What follows belongs to an exercise in optimizing a design on an open flow for small area, a short achievable clock period and few clock cycles per item; a production flow would make more cautious choices.
Only simulation tests tie the RTL to the original design; equivalence was not proved.

## flow/design.v (module list and top-level ports; edited modules follow where they fit)
// module svm_cordic_rom: 139 lines
// module svm_emul: 189 lines
// module svm_sqsum: 556 lines
// module svm_ecorr: 953 lines
// module svm_mac: 436 lines
// module svm_axi_wrapper: 292 lines
module svm_axi_wrapper #(
    parameter WIDTH     = 16,
    parameter N_FEATURES = 4,
    parameter N_SV      = 31,
    parameter C_S_AXIS_TDATA_WIDTH = 32,
    parameter C_M_AXIS_TDATA_WIDTH = 32
)(
    input  wire axi_clk,
    input  wire axi_reset_n,
    input  wire [C_S_AXIS_TDATA_WIDTH-1:0] s_axis_tdata,
    input  wire                            s_axis_tvalid,
    output wire                            s_axis_tready,
    input  wire                            s_axis_tlast,
    output wire [C_M_AXIS_TDATA_WIDTH-1:0] m_axis_tdata,
    output reg                             m_axis_tvalid,
    input  wire                            m_axis_tready,
    output reg                             m_axis_tlast
);
  // ...
==> flow/run.sh <==
#!/bin/bash
# synth_recipe.tcl (not shown) runs the flow's synth.tcl, then flattens the netlist and writes it again
# the make line also repeats each setting of config.mk as NAME=value (left out here)
make -C /OpenROAD-flow-scripts/flow DESIGN_CONFIG=/design/flow/config.mk WORK_HOME=/design/flow/orfs CLKGATE_MAP_FILE= SYNTH_SCRIPT=/design/flow/synth_recipe.tcl finish
==> flow/config.mk <==
export PLATFORM = sky130hd
export DESIGN_NAME = svm_axi_wrapper
export DESIGN_NICKNAME = svm_axi_wrapper
export VERILOG_FILES = /design/flow/design.v
export SDC_FILE = /design/flow/constraint.sdc
export NUM_CORES = 4
export LEC_CHECK = 0
export ABC_AREA = 1
export CAP_MARGIN = 20
export CORE_MARGIN = 2
export CORE_UTILIZATION = 40
export SETUP_SLACK_MARGIN = 4.0
export SLEW_MARGIN = 20
==> flow/constraint.sdc <==
create_clock -name core_clock -period 12.0 [get_ports {axi_clk}]
set_input_delay 2.4000 -clock core_clock [delete_from_list [all_inputs] [get_ports {axi_clk}]]
set_output_delay 2.4000 -clock core_clock [all_outputs]
set_load 0.01 [all_outputs]
==> run summary, run 1 <==
- Met2 WL: 74230 um
- Synth Flop Type: edfxtp_1
- Critical Path Fanout Max: 16
- Worst Hold Class: flop to flop
- Count leader, synth: inv_1
- RSZ-0062 raised after global routing: true
- Initial DRC Count: 3627
- Hold Crit Depth: 0
- Final hold slack: ~0.38 ns
- Max-slew headroom: 38.41%
- Routability cong.: 0.9640
- GR Util met2: 38.53%
- Top routing layer in use: met4
- Crit path largest cell delay: 0.89 ns
- Crit. End Element: flop
- Crit path max-delay cell type: dfxtp_1
- CTS H-tree depth: 2
- First-pass GRT wire length: approximately 240000 um
- Util after Layout: 43.86%
- Worst-path clk slew: 0.07 ns
- CP Launch Type: flop
- Vias per Instance: 5.223
- Area Growth Syn to Fin: 8.742%
- Share of cells above drive strength 1: 4.680%
- Outcome: timing/DRC/antenna clean
- Cts-stage hold buffer count: 0
- Nets: 7376
- Most common cell after layout, fill and taps aside: inv_1
- Multi-input logic area: 32450 um2
- Seq/Total Area, Yosys: between 20% and 30%
- GRT met3 Usage: 2.855%
- Critical R2R Launch: W[15]
Testbench counts, summed over its fixed seeds: cycles 24,920, samples 256.
==> inputs of run 2 (changes only) <==
--- a/flow/config.mk
+++ b/flow/config.mk
@@ -9,5 +9,5 @@
 export CAP_MARGIN = 20
 export CORE_MARGIN = 2
 export CORE_UTILIZATION = 40
-export SETUP_SLACK_MARGIN = 4.0
+export SETUP_SLACK_MARGIN = 4.5
 export SLEW_MARGIN = 20
==> run 2 against run 1 <==
Sequential share of layout area is 0.088 points lower. Synthesized cell count unchanged. Via count grew 0.43%. Clock-buffer cell count did not move. Non-clock buffer count grew 6. Core utilization up 0.16 points. Die area did not move. Setup slack better by 0.35 ns. Sequential cell count unchanged. Critical endpoint is now RY[2].
==> run summary, run 2 <==
- Outcome: timing/DRC/antenna clean
- CP Launch Type: flop
- Placed Cells: 8099
- CTS H-tree depth: 2 (unchanged)
- Area Growth Syn to Fin: 9.145%
- Final Non-Filler Cells: 8237
- CP required: 12.52 ns
- Synthesized cell area: 53030 um2
- Diode count: 0
- Synth Register Bits: 549
- Antenna violations before repair: 6
- Avg WL per Cell: 18.99 um
- DRC errors left: 0
- Crit path DAT: 7.67 ns
- Drt pass-1 iters: 8
- # clock sinks: 549
- Seq/Total Area, Yosys: 28.43% (unchanged)
- Cts-stage hold buffer count: 0 (unchanged)
- Distinct cells, synth: 71
- IO Port Bufs: 41
- # IOs: 72
- Worst Clk Skew: 0.05418 ns
- Reg2Reg Setup Slack: 4.85 ns
- Root Buffer: clkbuf_16
- Slew Limit Fails: 0
- Worst r2r path cells: 37
- Crit Path Class: flop to flop
- YS warnings: 3
- Post-DRT Antenna Nets: 0
- Cell taking the most area after synthesis: edfxtp_1
- Number of global-route vias before repair: 43390
- Final Instance Area: 57880 um2
- Avg Cell Area, Syn: 8.267 um2
- First-pass GRT wire length: 244900 um (+0.11%)
- Vias per Instance: 5.241 (+0.34%)
- Nets: 7383 (+0.095%)
- Worst-margin pin slew: 0.9210 ns
- Critical Path Fanout Max: 53 (+37)
- Die Y: 368.1 um
- CTS tree: done
- Synthesized instance count: 6415
- DP Area: 55260 um2
- Clock Path Buffers: 3
- Crit path max-delay cell type: buf_6
- Worst Hold Class: flop to flop
- Crit path largest cell delay: 0.41 ns (-0.48 ns)
- Total wire length: between 150000 and 200000 um
- CORE AREA: 131500 um2
- Via count: 43170
- Worst skew pair latency: 0.68 ns
- Synth Flop Type: edfxtp_1
- Final TNS setup: 0 ns
- Yosys top cell area share: 23.10%
- Hold Crit Depth: 0 (unchanged)
- Worst-path clk slew: 0.07 ns (about the same)
- Largest net degree at the start of global routing: 66
- Util after Layout: 44.03% (+0.16 points)
- Starting density of the core: 40.34%
- Count leader, synth: inv_1
- Routability cong.: 0.9640 (unchanged)
- Async S/R FF share, synth: 0%
- Post-DP HPWL: about 120000 um
- RSZ-0062 raised after global routing: true
- Min Tclk post-route: between 7 and 8 ns
- Fmax: 0.1398 GHz
- Max-slew headroom: 38.60% (+0.19 points)
- CTS buffer count: 59
- Horiz. Die Dim: around 370 um
- GRT Total Usage: 22.99%
- Highest-count cells in the layout ignoring fill and taps: 1241 x inv_1, 1165 x nand2_1, 639 x nor2_1
- Most frequent CP cell: nand2_1
- Congestion Overflow GR: 0
- Final period utilization: about 60%
- Crit. End Element: flop
- Synth area leaders: edfxtp_1 23%, fa_1 19%, ha_1 9.9%
- Die area: 135500 um2
- Commonest cells in the netlist: 1250 x inv_1, 1166 x nand2_1, 650 x nor2_1, 496 x fa_1, 419 x ha_1
- Max_cap viols: 0
- FP Rows: about 130
- Share of cells above drive strength 1: 5.168% (+0.49 points)
- Initial DRC Count: 3570 (-1.6%)
- Most common cell after layout, fill and taps aside: inv_1
- EDFF count, synth: between 400 and 500
- Setup Viol. Count Final: 0
- Fin. Hold Viols: 0
==> run 2: cell counts after synthesis <==
No cell type changed its count.
==> run 2: final timing paths <==
kind	end	startpoint
max	RY[2]	Zp[17]
min	A2[2]	A1[2]
max reg2reg	RY[2]	Zp[17]
min reg2reg	A2[2]	A1[2]
==> run 2: logic make-up (layout without fill, tap and decap cells) <==
family	Yosys count	count (layout)	share of synthesized area, %
flip-flops	549	549	28.43
multiplexers	2	2	0.03775
adder cells (fa/ha/maj)	915	915	28.61
AND/OR/NAND/NOR	2282	2282	17.87
XOR/XNOR	256	256	4.228
other	1	30	0.007071
AO/OA/AOI/OAI	944	945	10.07
buffers and inverters	1466	1503	10.75
==> run 2: final cells by class <==
type / count / area [um2]
fill: 13160 / 73580
multi-input combinational: 4430 / 32580
sequential: 549 / 15090
inverter: 1273 / 4817
tap: 1755 / 2196
clock buffer: 73 / 1569
timing repair buffer: 117 / 1041
clock inverter: 39 / 590.6
timing repair inverter: 1 / 5.005
==> run 2: timing repair <==
| action | CTS | global route |
|---|---|---|
| pin swaps | 0 | 4 |
| gates resized for setup | 13 | 51 |
| buffers inserted | 1 | 22 |
| gates cloned | 1 | 1 |
| setup endpoints to repair | 44 | 72 |
==> run 2: worst max-delay path: cells and delay by family, from the launching register on <==
family | cells | cell delay, ns
compound gates | 4 | 0.93
fa+ha+maj | 3 | 1.00
buf+inv | 8 | 1.55
flops | 1 | 0.38
simple gates | 22 | 3.16
==> run 2: routing by layer <==
| metal | GRT usage, % | wire length [um] |
|---|---|---|
| met3 | 2.855 | 9991 |
| met4 | 7.967 | 5819 |
| met1 | 30.55 | 66270 |
| met2 | 38.60 | 74350 |
| met5 | 0 | 0 |
==> run 2: through the flow <==
step                      setup slack, ns  hold slack, ns
after floorplan                     4.934          0.3905
after global placement              3.775          0.3962
after detailed placement            3.689          0.4004
after CTS                           4.479          0.3931
after global routing                4.372          0.4054
final                               4.846          0.3745
==> inputs of run 3 (changes only) <==
--- a/flow/config.mk
+++ b/flow/config.mk
@@ -9,5 +9,5 @@
 export CAP_MARGIN = 20
 export CORE_MARGIN = 2
 export CORE_UTILIZATION = 40
-export SETUP_SLACK_MARGIN = 4.5
+export SETUP_SLACK_MARGIN = 5.0
 export SLEW_MARGIN = 20
==> run 3 against run 2 <==
Non-clock buffer count is 51 higher. Global-route usage is 0.12 points higher. Worst hold slack better by 0.035 ns. Synthesized area stayed put. Clock-buffer cell count rose by 4. Clock skew fell by 0.0081 ns. Synthesized cell count unchanged.
==> run summary, run 3 <==
- Outcome: timing/DRC/antenna clean
- Highest-count cells in the layout ignoring fill and taps: 1237 x inv_1, 1160 x nand2_1, 635 x nor2_1
- Fin. Hold Viols: 0 (unchanged)
- CTS H-tree depth: 2 (unchanged)
- Area Growth Syn to Fin: 10.66%
- Avg WL per Cell: 19.21 um (+1.1%)
- IO Port Bufs: 41 (unchanged)
- CP required: 12.47 ns (-0.05 ns)
- Fmax: 0.1499 GHz (+7.2%)
- Via count: 43450 (+0.64%)
- Worst setup margin: 5.329 ns (+0.4831 ns)
- Synth Flop Type: edfxtp_1
- Most common cell after layout, fill and taps aside: inv_1
- Distinct cells, synth: 71 (unchanged)
- Starting density of the core: 40.34% (unchanged)
- Critical Path Fanout Max: 35 (-34%)
- Slew Limit Fails: 0 (unchanged)
- Largest delay share family, worst path: adder cells
- First-pass GRT wire length: 245500 um (+0.28%)
- Die area: 135500 um2 (unchanged)
- Final Non-Filler Cells: 8293 (+0.68%)
- Drt pass-1 iters: 5 (-3)
- Min Tclk post-route: 6.671 ns (-0.4831 ns)
- Synthesized instance count: 6415 (unchanged)
- CTS buffer count: 61 (+3.4%)
- YS warnings: 3 (unchanged)
- Routability cong.: 0.9575 (-0.67%)
- Crit path DAT: 7.14 ns (-0.53 ns)
- Root Buffer: clkbuf_16
- GRT Total Usage: 23.12% (+0.12 points)
- Final period utilization: 55.59% (-4.0 points)
- Synthesized cell area: 53030 um2 (unchanged)
- Synth Register Bits: 549 (unchanged)
- # clock sinks: 549 (unchanged)
- Vias per Instance: 5.239 (about the same)
- Commonest cells in the netlist: 1250 x inv_1, 1166 x nand2_1, 650 x nor2_1, 496 x fa_1, 419 x ha_1
- Clock Path Buffers: 3 (unchanged)
- Crit path largest cell delay: 0.55 ns (+0.14 ns)
- Crit path max-delay cell type: fa_1
- Post-DP HPWL: 121400 um (+0.11%)
- Horiz. Die Dim: 368.1 um (unchanged)
- Antenna violations before repair: 4 (-2)
- EDFF count, synth: 408 (unchanged)
- FP Rows: 133 (unchanged)
- Count leader, synth: inv_1
- Max-slew headroom: 39.07% (+0.47 points)
- # IOs: 72 (unchanged)
- FF+latch area: 15090 um2 (about the same)
- Crit Path Class: flop to flop
- Setup Viol. Count Final: 0 (unchanged)
- Multi-input logic area: 32950 um2 (+1.2%)
- Share of cells above drive strength 1: 6.837% (+1.7 points)
- Initial DRC Count: 3637 (+1.9%)
- Total wire length: 159300 um (+1.8%)
- CTS tree: done
- Seq/Total Area, Yosys: 28.43% (unchanged)
- Crit. End Element: flop
- Worst path buffer plus inverter count: 6 (-2)
- Post-DRT Antenna Nets: 0 (unchanged)
- Congestion Overflow GR: 0 (unchanged)
- Async S/R FF share, synth: 0% (unchanged)
- Cell taking the most area after synthesis: edfxtp_1
- CORE AREA: 131500 um2 (unchanged)
- Diode count: 0 (unchanged)
- Worst-path clk slew: 0.07 ns (about the same)
- Yosys top cell area share: 23.10% (unchanged)
- Die Y: 368.1 um (unchanged)
- Number of global-route vias before repair: 43340 (-0.12%)
- Synth area leaders: edfxtp_1 23%, fa_1 19%, ha_1 9.9%
- Dpl ws: 3.490 ns (-0.1987 ns)
- CP Launch Type: flop
- Worst Clk Skew: 0.04604 ns (-0.008135 ns)
- Worst Hold Class: flop to flop
- Largest net degree at the start of global routing: 62 (-6.1%)
- Fillers: 13090 (-0.55%)
- Avg Cell Area, Syn: 8.267 um2 (unchanged)
- Final TNS setup: 0 ns (unchanged)
- Nets: 7437 (+0.73%)
- DRC errors left: 0 (unchanged)
- Placed Cells: 8096 (-0.037%)
- Max_cap viols: 0 (unchanged)
- Worst skew pair latency: 0.68 ns (about the same)
- RSZ-0062 raised after global routing: true
- Worst-margin pin slew: 0.9139 ns (-0.007087 ns)
-- run 3: cell counts after synthesis --
Identical to the previous run, type by type.
-- run 3: per-stage QoR --
step	utilization, %	hold slack [ns]	instance area, um2
after floorplan	-	0.3905	53140
after global placement	42.02	0.4025	55240
after detailed placement	42.03	0.3985	55250
after CTS	43.83	0.4116	57610
after global routing	44.64	0.4236	58690
final	44.64	0.4092	58690
-- run 3: kinds of logic (layout without fill, tap and decap cells) --
logic type,Yosys count,after routing,share of synthesized area [%]
simple gates,2282,2285,17.87
buf+inv,1466,1557,10.75
compound gates,944,944,10.07
fa+ha+maj,915,915,28.61
flops,549,549,28.43
xor+xnor,256,256,4.228
mux,2,2,0.03775
other cells,1,30,0.007071
-- run 3: final timing paths --
| path | start | end | slack (ns) | depth (start not counted) |
|---|---|---|---|---|
| worst max register to register | m1 | acc01[31] | 5.33 | 26 |
| worst min-delay path | A1[16] | A2[16] | 0.41 | 0 |
| worst max-delay path | m1 | acc01[31] | 5.33 | 26 |
| worst min register to register | A1[16] | A2[16] | 0.41 | 0 |
-- run 3: repair_timing --
| item | 4_1_cts | 5_1_grt |
|---|---|---|
| gates resized for setup | 45 | 127 |
| hold endpoints to repair | 0 | 0 |
| pin swaps | 1 | 23 |
| setup endpoints to repair | 126 | 80 |
| buffers inserted | 16 | 57 |
| gates cloned | 1 | 5 |
| hold buffers | 0 | 0 |
-- run 3: layout make-up --
| cell class | instances | share of cell area [%] |
|---|---|---|
| tap | 1755 | 3.742 |
| clock buffer | 77 | 2.727 |
| sequential | 549 | 25.72 |
| multi-input combinational | 4432 | 56.15 |
| inverter | 1273 | 8.289 |
| timing repair buffer | 168 | 2.625 |
| clock inverter | 39 | 0.7420 |
-- run 3: routing by layer --
metal	part of all wire, %	vias up	global-route usage, %	wire (um)
li1	-	20510	-	-
met4	4.4	0	9.089	7000
met5	0	-	0	0
met3	6.8	408	2.931	10880
met1	42	20830	30.60	66970
met2	47	1699	38.40	74430
==> inputs of run 4 (changes only) <==
--- a/flow/config.mk
+++ b/flow/config.mk
@@ -8,6 +8,7 @@
 export ABC_AREA = 1
 export CAP_MARGIN = 20
 export CORE_MARGIN = 2
-export CORE_UTILIZATION = 40
+export CORE_UTILIZATION = 60
+export PLACE_DENSITY = 0.75
 export SETUP_SLACK_MARGIN = 5.0
 export SLEW_MARGIN = 20
==> run 4 against run 3 <==
Register-to-register slack about the same. Setup slack worse by 0.0012 ns. Clock-buffer cell count decreased by 9. First-iteration DRC count grew 16%. Critical path depth is 1 lower. Synthesized area unchanged. Worst hold slack worse by 0.019 ns. Global-route usage increased by 11 points. Sequential share of layout area is 0.52 points higher. Final cell count is 7.5% lower. Critical endpoint is now Q[31]. Largest cell class unchanged. Highest routed layer unchanged.
==> run summary, run 4 <==
- Global route hottest layer: met2
- Yosys top cell area share: 23.10% (unchanged)
- Crit. End Element: flop
- Area Growth Syn to Fin: 8.480%
- Post-DRT Antenna Nets: 0 (unchanged)
- Crit Path Class: flop to flop
- Post-DP HPWL: 118800 um (-2.2%)
- CTS buffer count: 59 (-3.3%)
- Routability cong.: 1.014 (+5.9%)
- Share of cells above drive strength 1: 6.317% (-0.52 points)
- Nets: 7409 (-0.38%)
- Drt pass-1 iters: 8 (+3)
- Synthesized instance count: 6415 (unchanged)
- Most common cell after layout, fill and taps aside: inv_1
- Count leader, synth: inv_1
- Seq/Total Area, Yosys: 28.43% (unchanged)
- GRT Total Usage: 34.25% (+11 points)
- Async S/R FF share, synth: 0% (unchanged)
- Diode count: 0 (unchanged)
- CP required: 12.38 ns (-0.09 ns)
- Slew Limit Fails: 0 (unchanged)
- FP Rows: 109 (-18%)
- Vias per Instance: 5.738 (+9.5%)
- # clock sinks: 549 (unchanged)
- IO Port Bufs: 41 (unchanged)
- Critical Path Fanout Max: 16 (-54%)
- Worst-margin pin slew: 1.041 ns (+0.1275 ns)
- Root Buffer: clkbuf_16
- Clock Path Buffers: 3 (unchanged)
- Largest family of logic cells by synthesized area: adder cells
- Horiz. Die Dim: 301.3 um (-18%)
- DRC errors left: 0 (unchanged)
- CORE AREA: 87970 um2 (-33%)
- Worst-path clk slew: 0.07 ns (about the same)
- Avg WL per Cell: 20.20 um (+5.2%)
- Highest-count cells in the layout ignoring fill and taps: 1237 x inv_1, 1164 x nand2_1, 634 x nor2_1
- GRT met3 Usage: 5.389% (+2.5 points)
- Dpl ws: 3.862 ns (+0.3716 ns)
- Synth Flop Type: edfxtp_1
- Setup Viol. Count Final: 0 (unchanged)
- Mux cell area share after synthesis: 0.03775% (unchanged)
- GR Util met2: 55.15% (+17 points)
- Max_cap viols: 0 (unchanged)
- Worst setup margin: 5.328 ns (-0.001210 ns)
- Min Tclk post-route: 6.672 ns (+0.001210 ns)
- CTS tree: done
- Synth Register Bits: 549 (unchanged)
- Outcome: timing/DRC/antenna clean
- Synth Area in Simple Gates: 17.87% (unchanged)
- DP Area: 54490 um2 (-1.4%)
- Total wire length: 154900 um (-2.7%)
- Die area: 90780 um2 (-33%)
- Number of global-route vias before repair: 43950 (+1.4%)
- Commonest cells in the netlist: 1250 x inv_1, 1166 x nand2_1, 650 x nor2_1, 496 x fa_1, 419 x ha_1
- Worst skew pair latency: 0.65 ns (-0.03 ns)
- GR Layer Usage met1: 45.73% (+15 points)
- CP Launch Type: flop
- Starting density of the core: 60.29% (+20 points)
- Final period utilization: 55.60% (about the same)
- Fmax: 0.1499 GHz (about the same)
- Synth Area in Adders: 28.61% (unchanged)
- EDFF count, synth: 408 (unchanged)
- Fin. Hold Viols: 0 (unchanged)
- CTS H-tree depth: 2 (unchanged)
- Final Instance Area: 57530 um2 (-2.0%)
- Distinct cells, synth: 71 (unchanged)
- Worst Clk Skew: 0.04415 ns (-0.001888 ns)
- # IOs: 72 (unchanged)
- Worst Hold Class: flop to flop
- RSZ-0062 raised after global routing: true
- Die Y: 301.3 um (-18%)
- Initial DRC Count: 4220 (+16%)
- YS warnings: 3 (unchanged)
- Crit path DAT: 7.06 ns (-0.08 ns)
- Synthesized cell area: 53030 um2 (unchanged)
- Congestion Overflow GR: 0 (unchanged)
- Final TNS setup: 0 ns (unchanged)
- Antenna violations before repair: 2 (-2)
- Cts-stage hold buffer count: 0 (unchanged)
- Largest net degree at the start of global routing: 60 (-3.2%)
- Cell taking the most area after synthesis: edfxtp_1
- Max-slew headroom: 30.41% (-8.7 points)
- Final hold slack: 0.3897 ns (-0.01942 ns)
- Synth area leaders: edfxtp_1 23%, fa_1 19%, ha_1 9.9%
- Xor-xnor portion of the synthesized cell area: 4.228% (unchanged)
- Compound-Gate Fraction of Synth Area: 10.07% (unchanged)
- First-pass GRT wire length: 241200 um (-1.8%)
- Via count: 44020 (+1.3%)
- Avg Cell Area, Syn: 8.267 um2 (unchanged)
run 4: routing by layer:
metal	routed length, um	vias to the layer above
met4	8032	0
met1	62220	21070
met3	13200	460
met5	0	-
met2	71490	2087
li1	-	20400
run 4: final cells by class:
class,instances,area (um2)
multi-input cells,4430,32870
fillers,7453,30440
flip-flops and latches,549,15100
inverters,1273,4845
clock buffers,68,1520
well taps,1165,1458
repair buffers,143,1266
clock inverters,42,469.2
repair inverters,1,5.005
run 4: final timing paths:
kind / start / to / slack (ns) / cells after the start
hold reg to reg: A2[1] / A3[1] / 0.39 / 0
hold / removal: A2[1] / A3[1] / 0.39 / 0
setup reg to reg: W[15] / Q[31] / 5.33 / 25
setup / recovery: W[15] / Q[31] / 5.33 / 25
run 4: what timing repair did:
action	CTS	global route
setup endpoints to repair	110	72
hold endpoints to repair	0	0
gates resized for setup	44	113
cloned	1	2
pin swaps	1	14
setup buffers	15	38
run 4: critical path: stages, from the launching register on:
cell and delay (ns):
dfxtp_4 0.51, ha_1 0.46, inv_1 0.28, nand2_1 0.11, fa_1 0.51, inv_1 0.05, fa_1 0.54, inv_1 0.06
fa_1 0.47, inv_1 0.05, fa_1 0.39, inv_1 0.08, fa_1 0.42, inv_1 0.09, fa_1 0.42, ha_1 0.38
a21oi_1 0.20, o21ai_0 0.15, a21oi_2 0.25, o21ai_0 0.18, a21boi_1 0.24, o21ai_1 0.16, a21oi_1 0.22, inv_1 0.06
nand2_1 0.05, nand2_1 0.04
run 4: kinds of logic after synthesis:
| group | count (synthesis) |
|---|---|
| simple gates | 2282 |
| flops | 549 |
| compound gates | 944 |
| other cells | 1 |
| xor+xnor | 256 |
| buf+inv | 1466 |
| mux | 2 |
| fa+ha+maj | 915 |
run 4: metrics by stage:
stage | instances | util [%]
after floorplan | 6444 | -
after global placement | 7505 | 61.95
after detailed placement | 7505 | 61.95
after CTS | 7631 | 64.51
after global routing | 7671 | 65.40
final | 7671 | 65.40
==> inputs of run 5 (changes only) <==
==> flow/flow/run.sh (new file) <==
#!/bin/bash
# Standard layout (the standard.sh, standard synthesis unchanged) with a
# larger setup-slack target for ORFS's timing repair. make's full output goes
# to flow_make.log in the work folder.
set -euo pipefail
bash standard.sh SETUP_SLACK_MARGIN=7 finish > flow_make.log 2>&1
==> flow/standard.sh (new file) <==
#!/bin/bash
# synth_recipe.tcl (not shown) runs the flow's synth.tcl, then flattens the netlist and writes it again
# the make line also repeats each setting of config.mk as NAME=value (left out here)
make -C /OpenROAD-flow-scripts/flow DESIGN_CONFIG=/design/flow/config.mk WORK_HOME=/design/flow/orfs CLKGATE_MAP_FILE= SYNTH_SCRIPT=/design/flow/synth_recipe.tcl "${@:-finish}"
--- a/flow/config.mk
+++ b/flow/config.mk
@@ -8,7 +8,6 @@
 export ABC_AREA = 1
 export CAP_MARGIN = 20
 export CORE_MARGIN = 2
-export CORE_UTILIZATION = 60
-export PLACE_DENSITY = 0.75
+export CORE_UTILIZATION = 40
 export SETUP_SLACK_MARGIN = 5.0
 export SLEW_MARGIN = 20
removed: flow/run.sh
==> run 5 against run 4 <==
Still clean. Cell area increased by 22%. Register-to-register slack better by 0.41 ns. Fmax is 6.6% higher. Global-route usage shrank 8.7 points. Final cell count is 15% higher. Setup slack improved by 0.41 ns. Clock skew rose by 0.015 ns. Critical endpoint is now Zp[14].
==> run summary, run 5 <==
- Outcome: timing/DRC/antenna clean
- Commonest cells in the netlist: 1250 x inv_1, 1166 x nand2_1, 650 x nor2_1, 496 x fa_1, 419 x ha_1
- DRC errors left: 0 (unchanged)
- Die Y: 368.1 um (+22%)
- Vias per Instance: 5.322 (-7.2%)
- FP Rows: 133 (+22%)
- Area Growth Syn to Fin: 32.42%
- Worst-margin pin slew: 0.9405 ns (-0.1009 ns)
- Async S/R FF share, synth: 0% (unchanged)
- GRT Total Usage: 25.60% (-8.7 points)
- Horiz. Die Dim: 368.1 um (+22%)
- Crit path largest cell delay: 0.42 ns (-0.12 ns)
- CP Launch Type: flop
- Seq/Total Area, Yosys: 28.43% (unchanged)
- Worst-path clk slew: 0.06 ns (about the same)
- Root Buffer: clkbuf_16
- Cell taking the most area after synthesis: edfxtp_1
- Final period utilization: 52.16% (-3.4 points)
- Number of global-route vias before repair: 46480 (+5.7%)
- Most frequent CP cell: nand2_1
- Synth Flop Type: edfxtp_1
- Nets: 8001 (+8.0%)
- Min Tclk post-route: 6.259 ns (-0.4131 ns)
- Share of cells above drive strength 1: 29.15% (+23 points)
- YS warnings: 3 (unchanged)
- Reg2Reg Setup Slack: 5.74 ns (+0.41 ns)
- # IOs: 72 (unchanged)
- Drt pass-1 iters: 8 (unchanged)
- CTS H-tree depth: 2 (unchanged)
- Largest net degree at the start of global routing: 47 (-22%)
- Fmax: 0.1598 GHz (+6.6%)
- IO Port Bufs: 41 (unchanged)
- Fin. Hold Viols: 0 (unchanged)
- Antenna violations before repair: 3 (+1)
- Distinct cells, synth: 71 (unchanged)
- Most common cell after layout, fill and taps aside: inv_1
- Starting density of the core: 40.34% (-20 points)
- Synthesized cell area: 53030 um2 (unchanged)
- Worst Clk Skew: 0.05891 ns (+0.01476 ns)
- Initial DRC Count: 4057 (-3.9%)
- Critical Path Fanout Max: 8 (-8)
- Crit path DAT: 6.68 ns (-0.38 ns)
- Util after Layout: 53.41% (-12 points)
- Setup Viol. Count Final: 0 (unchanged)
- Post-DRT Antenna Nets: 0 (unchanged)
- Via count: 47140 (+7.1%)
- Total wire length: 179500 um (+16%)
- Synthesized instance count: 6415 (unchanged)
- Synth Register Bits: 549 (unchanged)
- # clock sinks: 549 (unchanged)
- Worst skew pair latency: 0.68 ns (+0.03 ns)
- CTS buffer count: 61 (+3.4%)
- Max_cap viols: 0 (unchanged)
- RSZ-0062 raised after global routing: true
- Count leader, synth: inv_1
- Clock Path Buffers: 3 (unchanged)
- Crit. End Element: flop
- Routability cong.: 0.9576 (-5.5%)
- Highest-count cells in the layout ignoring fill and taps: 1052 x inv_1, 983 x nand2_1, 523 x nor2_1
- Post-DP HPWL: 125600 um (+5.7%)
- CP required: 12.42 ns (+0.04 ns)
- Die area: 135500 um2 (+49%)
- Final TNS setup: 0 ns (unchanged)
- Avg WL per Cell: 20.27 um (+0.36%)
- Congestion Overflow GR: 0 (unchanged)
- Crit Path Class: flop to flop
- Slew Limit Fails: 0 (unchanged)
- Avg Cell Area, Syn: 8.267 um2 (unchanged)
- First-pass GRT wire length: 269900 um (+12%)
- CORE AREA: 131500 um2 (+49%)
- Crit path max-delay cell type: edfxtp_1
- Max-slew headroom: 37.21% (+6.8 points)
- EDFF count, synth: 408 (unchanged)
- Yosys top cell area share: 23.10% (unchanged)
- Synth area leaders: edfxtp_1 23%, fa_1 19%, ha_1 9.9%
- Worst Hold Class: flop to flop
- CTS tree: done
-- run 5: layer usage --
metal	global-route usage [%]	up-vias	routed length [um]
met5	0	-	13
met4	10.53	2	8905
met3	3.336	510	11900
met2	42.87	1957	86270
met1	33.36	23030	72450
li1	-	21640	-
-- run 5: cell families after synthesis --
group	after synthesis	synth area share (%)
other	1	0.007071
xor gates and xnor gates	256	4.228
AOI/OAI and AO/OA	944	10.07
buffers and inverters	1466	10.75
adders and majority gates	915	28.61
and+or+nand+nor	2282	17.87
DFF	549	28.43
muxes	2	0.03775
-- run 5: worst max-delay path, delay by kind of cell, from the launching register on --
kind | cells | cell delay, ns
buffers and inverters | 8 | 0.92
adders and majority gates | 4 | 0.88
AOI/OAI and AO/OA | 11 | 1.57
and+or+nand+nor | 16 | 2.12
DFF | 1 | 0.42
xor gates and xnor gates | 1 | 0.08
-- run 5: cell type report --
cell class / instances / area, um2
clock buffer: 81 / 1717
tap: 1755 / 2196
fill: 11800 / 61240
clock inverter: 34 / 316.6
multi-input combinational: 4431 / 38600
inverter: 1273 / 5072
antenna: 1 / 2.502
timing repair inverter: 7 / 77.57
timing repair buffer: 726 / 7114
sequential: 549 / 15130
-- run 5: per-stage QoR --
step | std cells | area, um2 | worst slack [ns] | hold slack (ns)
after detailed placement | 8092 | 56810 | 4.478 | 0.4045
after global placement | 8092 | 56810 | 4.491 | 0.4010
final | 8857 | 70220 | 5.741 | 0.3865
after global routing | 8856 | 70220 | 5.408 | 0.3993
after floorplan | 6444 | 55120 | 5.956 | 0.3905
after CTS | 8652 | 65560 | 6.031 | 0.3877
-- run 5: worst paths after layout --
| kind | start | to | cells after the start |
|---|---|---|---|
| max | Q[14] | Zp[14] | 40 |
| min | A1[7] | A2[7] | 0 |
| max reg2reg | Q[14] | Zp[14] | 40 |
| min reg2reg | A1[7] | A2[7] | 0 |
-- run 5: what timing repair did --
| action | in CTS | in global routing |
|---|---|---|
| cloned | 22 | 1 |
| endpoints found under the setup margin | 188 | 173 |
| pin swaps | 359 | 425 |
| gates resized for setup | 720 | 835 |
| hold buffers | 0 | 0 |
| buffers inserted | 423 | 202 |

## static timing again, ports no longer ideal
The results above use ideal ports. As a check the final layouts listed here were re-extracted and re-timed, cells and wires unchanged. Step 1 (the two cells are an assumption about what drives the block):
set clk [get_ports {axi_clk}]
set_driving_cell -lib_cell sky130_fd_sc_hd__clkbuf_16 $clk
set_driving_cell -lib_cell sky130_fd_sc_hd__buf_2 [delete_from_list [all_inputs] $clk]
Step 2 moves the port delays by t, midway between the first and last clock arrival at a register: inputs arrive t later, outputs are due t later. That takes back most of the time a late clock gives input paths. Slacks: no drivers / after step 1 / after step 2; pairs: no drivers / after step 1.
| run | t (ns) | slack for setup (ns) | hold slack, ns |
|---|---|---|---|
| run 1 | 0.725 | 4.498 / 4.498 / 4.498 | 0.377 / 0.377 / 0.377 |
| run 2 | 0.725 | 4.846 / 4.846 / 4.846 | 0.375 / 0.374 / 0.374 |
| run 3 | 0.726 | 5.329 / 5.329 / 5.329 | 0.409 / 0.409 / 0.409 |
| run 4 | 0.700 | 5.328 / 5.328 / 5.328 | 0.390 / 0.390 / 0.390 |
| run 5 | 0.724 | 5.741 / 5.741 / 5.741 | 0.387 / 0.387 / 0.387 |
After both steps every run listed still meets setup and hold.
